This is an optimization exercise on Yosys and OpenROAD, whose aim is small area, not a production implementation. In this exercise RTL edits were held to simulation tests only and were not proved equivalent to the original.

before:
==> flow/design.v <==
module sobel_processor #(
    parameter IMG_WIDTH = 64,
    parameter IMG_HEIGHT = 480,
    parameter PIXEL_WIDTH = 8,
    parameter USE_BILATERAL = 1
)(
    input  wire clk,
    input  wire rst_n,
    input  wire href,
    input  wire vsync,
    input  wire [15:0] pixel_in,
    input  wire sobel_enable,
    input  wire [7:0] edge_threshold,
    input  wire [1:0] threshold_mode,
    output wire pixel_valid,
    output wire [15:0] pixel_out,
    output wire binary_pixel,
    output wire binary_valid,
    output wire strong_edge,
    output wire weak_edge
);
    wire [17:0] red   = {pixel_in[15:11], pixel_in[15:13]};
    wire [17:0] green = {pixel_in[10:5],  pixel_in[10:9]};
    wire [17:0] blue  = {pixel_in[4:0],   pixel_in[4:2]};
    wire [17:0] wsum  = (red << 6) + (red << 3) + (red << 2) + red
                      + (green << 7) + (green << 4) + (green << 3) - green
                      + (blue << 5) - (blue << 2);
    wire [7:0] gray  = wsum[15:8];
    localparam NB = 129;
    localparam NC = 61;
    reg [23:0]     la;
    reg [8*NB-1:0] lb;
    reg [8*NC-1:0] lc;
    reg [5:0] cl;
    reg [2:0] rc;
    reg       a1;
    always @(posedge clk or negedge rst_n) begin
        if (!rst_n) begin
            cl <= 6'd63;
            rc <= 3'd7;
            a1 <= 1'b0;
        end else begin
            a1 <= href;
            if (href) begin
                cl <= cl + 1'b1;
                if (cl == 6'd63 && rc != 3'd3)
                    rc <= rc + 1'b1;
            end
        end
    end
    wire en_b = (cl != 6'd1);
    wire en_c = (cl == 6'd63) || (cl == 6'd0) || (cl > 6'd4);
    always @(posedge clk) begin
        if (href) begin
            la <= {la[15:0], gray};
            if (en_b) begin
                lb <= {lb[8*NB-9:0], la[23:16]};
                if (en_c)
                    lc <= {lc[8*NC-9:0], lb[8*NB-1 -: 8]};
            end
        end
    end
    wire [7:0] a_ [0:2];
    wire [7:0] b_ [0:NB-1];
    wire [7:0] c_ [0:NC-1];
    genvar gj;
    generate
        for (gj = 0; gj < 3; gj = gj + 1) begin : g_ta
            assign a_[gj] = la[8*gj+7 -: 8];
        end
        for (gj = 0; gj < NB; gj = gj + 1) begin : g_tb
            assign b_[gj] = lb[8*gj+7 -: 8];
        end
        for (gj = 0; gj < NC; gj = gj + 1) begin : g_tc
            assign c_[gj] = lc[8*gj+7 -: 8];
        end
    endgenerate
    wire va = a1 && (rc == 3'd3) && (cl >= 6'd2);
    wire c2 = (cl == 6'd2);
    wire c3 = (cl == 6'd3);
    wire c4 = (cl == 6'd4);
    wire c5 = (cl == 6'd5);
    wire [7:0] p8 = a_[0];
    wire [7:0] p7 = a_[1];
    wire [7:0] p6 = a_[2];
    wire [7:0] p5 = b_[125];
    wire [7:0] p3 = c2 ? b_[63]  : c3 ? b_[126] : b_[127];
    wire [7:0] p2 = c2 ? b_[126] : (c3 | c4) ? c_[59] : c_[58];
    wire [7:0] p1 = (c2 | c3) ? b_[127] : c_[59];
    wire [7:0] p0 = c2 ? b_[127] : (c3 | c4) ? b_[128] : c5 ? c_[59] : c_[60];
    wire signed [9:0] x0 = {1'b0, p5} - {1'b0, p3};
    wire signed [9:0] x1 = {1'b0, p7} - {1'b0, p1};
    wire signed [9:0] x2 = {1'b0, p8} - {1'b0, p0};
    wire signed [9:0] x3 = {1'b0, p2} - {1'b0, p6};
    wire signed [10:0] sc = x2 + x0 + x1;
    wire signed [10:0] tc = x3 + x0 - x1;
    reg signed [10:0] sa, ta, sb, tb;
    always @(posedge clk) begin
        sa <= sc;
        ta <= tc;
        sb <= sa;
        tb <= ta;
    end
    wire [9:0] s_abs = sa[10] ? -sa : sa;
    wire [9:0] t_abs = ta[10] ? -ta : ta;
    wire [9:0] mx    = (s_abs > t_abs) ? s_abs : t_abs;
    wire [7:0] mag   = (mx[9:8] != 2'b00) ? 8'd255 : mx[7:0];
    wire signed [12:0] sb2 = {sb[10], sb, 1'b0};
    wire signed [12:0] tb2 = {tb[10], tb, 1'b0};
    wire signed [12:0] ux = sb2 - sa;
    wire signed [12:0] uy = tb2 - ta;
    wire [11:0] bxe = {sa[10], sa};
    wire [11:0] bye = {ta[10], ta};
    wire [13:0] mxe = {ux[12], ux};
    wire [13:0] mye = {uy[12], uy};
    reg  [22:0] cacc;
    reg  [2:0]  bg;
    reg  [13:0] bpp;
    reg         bneg;
    integer bi;
    always @(*) begin
        cacc = 23'd0 - 23'd1;
        for (bi = 0; bi < 6; bi = bi + 1) begin
            bg = {bxe[2*bi+1], bxe[2*bi], (bi == 0) ? 1'b0 : bxe[2*bi-1]};
            case (bg)
                3'b001, 3'b010: bpp = mxe;
                3'b011:         bpp = {mxe[12:0], 1'b0};
                3'b100:         bpp = ~{mxe[12:0], 1'b0};
                3'b101, 3'b110: bpp = ~mxe;
                default:        bpp = 14'd0;
            endcase
            bneg = bg[2] & ~(bg[1] & bg[0]);
            cacc = cacc + ({9'd0, ~bpp[13], bpp[12:0]} << (2*bi)) - (23'd1 << (13+2*bi))
                        + ({22'd0, bneg} << (2*bi));
            bg = {bye[2*bi+1], bye[2*bi], (bi == 0) ? 1'b0 : bye[2*bi-1]};
            case (bg)
                3'b001, 3'b010: bpp = mye;
                3'b011:         bpp = {mye[12:0], 1'b0};
                3'b100:         bpp = ~{mye[12:0], 1'b0};
                3'b101, 3'b110: bpp = ~mye;
                default:        bpp = 14'd0;
            endcase
            bneg = bg[2] & ~(bg[1] & bg[0]);
            cacc = cacc + ({9'd0, ~bpp[13], bpp[12:0]} << (2*bi)) - (23'd1 << (13+2*bi))
                        + ({22'd0, bneg} << (2*bi));
        end
    end
    wire cons = ~cacc[22];
    reg vb, v3, v4, v5, v6, ev, evd;
    always @(posedge clk or negedge rst_n) begin
        if (!rst_n) begin
            vb <= 1'b0; v3 <= 1'b0; v4 <= 1'b0; v5 <= 1'b0; v6 <= 1'b0;
            ev <= 1'b0; evd <= 1'b0;
        end else begin
            vb <= va; v3 <= vb; v4 <= v3; v5 <= v4; v6 <= v5;
            ev <= v6; evd <= ev;
        end
    end
    reg [7:0] m3, m4, m5, m6, emd;
    reg f5, f6, f7, f8;
    always @(posedge clk) begin
        m3 <= mag;
        m4 <= m3; m5 <= m4; m6 <= m5;
        f5 <= cons && (m4 > 8'd65);
        f6 <= f5; f7 <= f6; f8 <= f7;
    end
    reg [7:0] em;
    always @(posedge clk or negedge rst_n) begin
        if (!rst_n)
            em <= 8'd0;
        else
            em <= v6 ? m6 : 8'd0;
    end
    always @(posedge clk)
        emd <= em;
    wire [7:0] fm = f8 ? emd : 8'd0;
    reg [15:0] msum_acc;
    reg [7:0]  pcount;
    reg [7:0]  local_mean;
    always @(posedge clk or negedge rst_n) begin
        if (!rst_n) begin
            msum_acc   <= 16'd0;
            pcount     <= 8'd0;
            local_mean <= 8'd100;
        end else if (evd) begin
            if (pcount == 8'd255) begin
                msum_acc   <= fm;
                pcount     <= 8'd1;
                local_mean <= msum_acc[15:8];
            end else begin
                msum_acc <= msum_acc + fm;
                pcount   <= pcount + 1'b1;
            end
        end
    end
    wire [7:0] adaptive_threshold = local_mean + 8'd20;
    wire is_strong = (fm >= 8'd95);
    wire is_weak   = (fm >= 8'd55) && (fm < 8'd95);
    reg  bres;
    always @(*) begin
        case (threshold_mode)
            2'b01:   bres = (fm > adaptive_threshold);
            2'b10:   bres = (fm >= 8'd55);
            default: bres = (fm > edge_threshold);
        endcase
    end
    reg bp_raw, bv_raw, se_r, we_r;
    always @(posedge clk or negedge rst_n) begin
        if (!rst_n) begin
            bp_raw <= 1'b0; bv_raw <= 1'b0; se_r <= 1'b0; we_r <= 1'b0;
        end else begin
            bv_raw <= evd;
            if (evd) begin
                bp_raw <= bres;
                se_r   <= is_strong;
                we_r   <= is_weak;
            end
        end
    end
    assign strong_edge = se_r;
    assign weak_edge   = we_r;
    reg [2:0] row_cur;
    reg prev_prev_out, nr_out, nr_valid;
    wire keep = row_cur[1] && (row_cur[0] | row_cur[2] | nr_out | prev_prev_out);
    always @(posedge clk or negedge rst_n) begin
        if (!rst_n) begin
            row_cur <= 3'b0; prev_prev_out <= 1'b0; nr_out <= 1'b0; nr_valid <= 1'b0;
        end else if (bv_raw) begin
            row_cur       <= {row_cur[1:0], bp_raw};
            prev_prev_out <= nr_out;
            nr_out        <= keep;
            nr_valid      <= 1'b1;
        end
    end
    assign binary_pixel = nr_out;
    assign binary_valid = nr_valid;
    assign pixel_valid = sobel_enable ? ev : href;
    assign pixel_out   = sobel_enable ? {em[7:3], em[7:2], em[7:3]} : pixel_in;
endmodule
clock: 13.0 ns
lec_check: 0
cap_margin: 20
core_margin: 2
core_utilization: 60
cts_buf_list: sky130_fd_sc_hd__clkbuf_16
cts_cluster_diameter: 100
cts_cluster_size: 30
place_density: 0.75
slew_margin: 20
run.sh (not shown) runs the stock make flow with config.mk's settings and CLKGATE_MAP_FILE= SYNTH_SCRIPT=/design/flow/synth_recipe.tcl, a recipe that flattens the netlist after the stock synthesis.
The following lists how after was set up differently from before:
--- a/flow/design.v
+++ b/flow/design.v
@@ -108,17 +108,19 @@
     wire signed [12:0] sb2 = {sb[10], sb, 1'b0};
     wire signed [12:0] tb2 = {tb[10], tb, 1'b0};
-    wire signed [12:0] ux = sb2 - sa;
-    wire signed [12:0] uy = tb2 - ta;
+    wire signed [12:0] ux = sa - sb2;
+    wire signed [12:0] uy = ta - tb2;
     wire [11:0] bxe = {sa[10], sa};
     wire [11:0] bye = {ta[10], ta};
     wire [13:0] mxe = {ux[12], ux};
     wire [13:0] mye = {uy[12], uy};
-    reg  [22:0] cacc;
+    reg  [13:0] rx [0:5];
+    reg  [13:0] ry [0:5];
+    reg  [11:0] nvx, nvy;
     reg  [2:0]  bg;
     reg  [13:0] bpp;
-    reg         bneg;
     integer bi;
     always @(*) begin
-        cacc = 23'd0 - 23'd1;
+        nvx = 12'd0;
+        nvy = 12'd0;
         for (bi = 0; bi < 6; bi = bi + 1) begin
             bg = {bxe[2*bi+1], bxe[2*bi], (bi == 0) ? 1'b0 : bxe[2*bi-1]};
@@ -130,7 +132,6 @@
                 default:        bpp = 14'd0;
             endcase
-            bneg = bg[2] & ~(bg[1] & bg[0]);
-            cacc = cacc + ({9'd0, ~bpp[13], bpp[12:0]} << (2*bi)) - (23'd1 << (13+2*bi))
-                        + ({22'd0, bneg} << (2*bi));
+            nvx[2*bi] = bg[2] & ~(bg[1] & bg[0]);
+            rx[bi] = {~bpp[13], bpp[12:0]};
             bg = {bye[2*bi+1], bye[2*bi], (bi == 0) ? 1'b0 : bye[2*bi-1]};
             case (bg)
@@ -141,10 +142,17 @@
                 default:        bpp = 14'd0;
             endcase
-            bneg = bg[2] & ~(bg[1] & bg[0]);
-            cacc = cacc + ({9'd0, ~bpp[13], bpp[12:0]} << (2*bi)) - (23'd1 << (13+2*bi))
-                        + ({22'd0, bneg} << (2*bi));
-        end
-    end
-    wire cons = ~cacc[22];
+            nvy[2*bi] = bg[2] & ~(bg[1] & bg[0]);
+            ry[bi] = {~bpp[13], bpp[12:0]};
+        end
+    end
+    localparam [22:0] SEXT = 23'b10101011 << 14;
+    wire [22:0] qs = SEXT + {11'd0, nvx} + {11'd0, nvy}
+                   + {9'd0, rx[0]}        + {9'd0, ry[0]}
+                   + {7'd0, rx[1], 2'd0}  + {7'd0, ry[1], 2'd0}
+                   + {5'd0, rx[2], 4'd0}  + {5'd0, ry[2], 4'd0}
+                   + {3'd0, rx[3], 6'd0}  + {3'd0, ry[3], 6'd0}
+                   + {1'd0, rx[4], 8'd0}  + {1'd0, ry[4], 8'd0}
+                   + {rx[5][12:0], 10'd0} + {ry[5][12:0], 10'd0};
+    wire cons = qs[22];
     reg vb, v3, v4, v5, v6, ev, evd;
     always @(posedge clk or negedge rst_n) begin
--- outcome ---
after against before; floorplan die area is up slightly. Lower post-synthesis cell count was reported by before, not after. | post-route minimum period | after vs before | better |. | final-layout worst hold slack | after vs before | ≈ equal |. Fmax, before and after: higher on after. before vs after, uppermost layer routed: met5 vs met4. Looking at slowest stage cell on the critical path, the xnor2_2 result is from after; the dfxtp_1 one comes from before. Compared with before, after shows a final standard cell count with taps included and fillers excluded that is 0.44% higher.

==> afterwards: timing with drivers on the ports <==
How much do the figures lean on ideal ports? The routed layouts below were timed once more, with nothing changed but the port constraints. Step 1 sets driving cells, clkbuf_16 on the clock port and buf_2 on the other inputs (assumed; they add their load-dependent delay and slew). Step 2, shift: input delay + t, output delay - t, t = (earliest + latest rising clock arrival at the registers) / 2. This alone moves slack from input paths to output paths. Slacks: ideal ports / drivers / drivers and shift; pairs: ideal ports / drivers.
run	t, ns	setup WS [ns]	worst setup path after step 2	slew at the worst register clock pin (ns)
before	0.726	3.746 / 3.746 / 3.746	register to register	0.12 / 0.12
after	0.748	3.835 / 3.835 / 3.835	register to register	0.12 / 0.12
After both steps setup and hold are still met in every run listed.
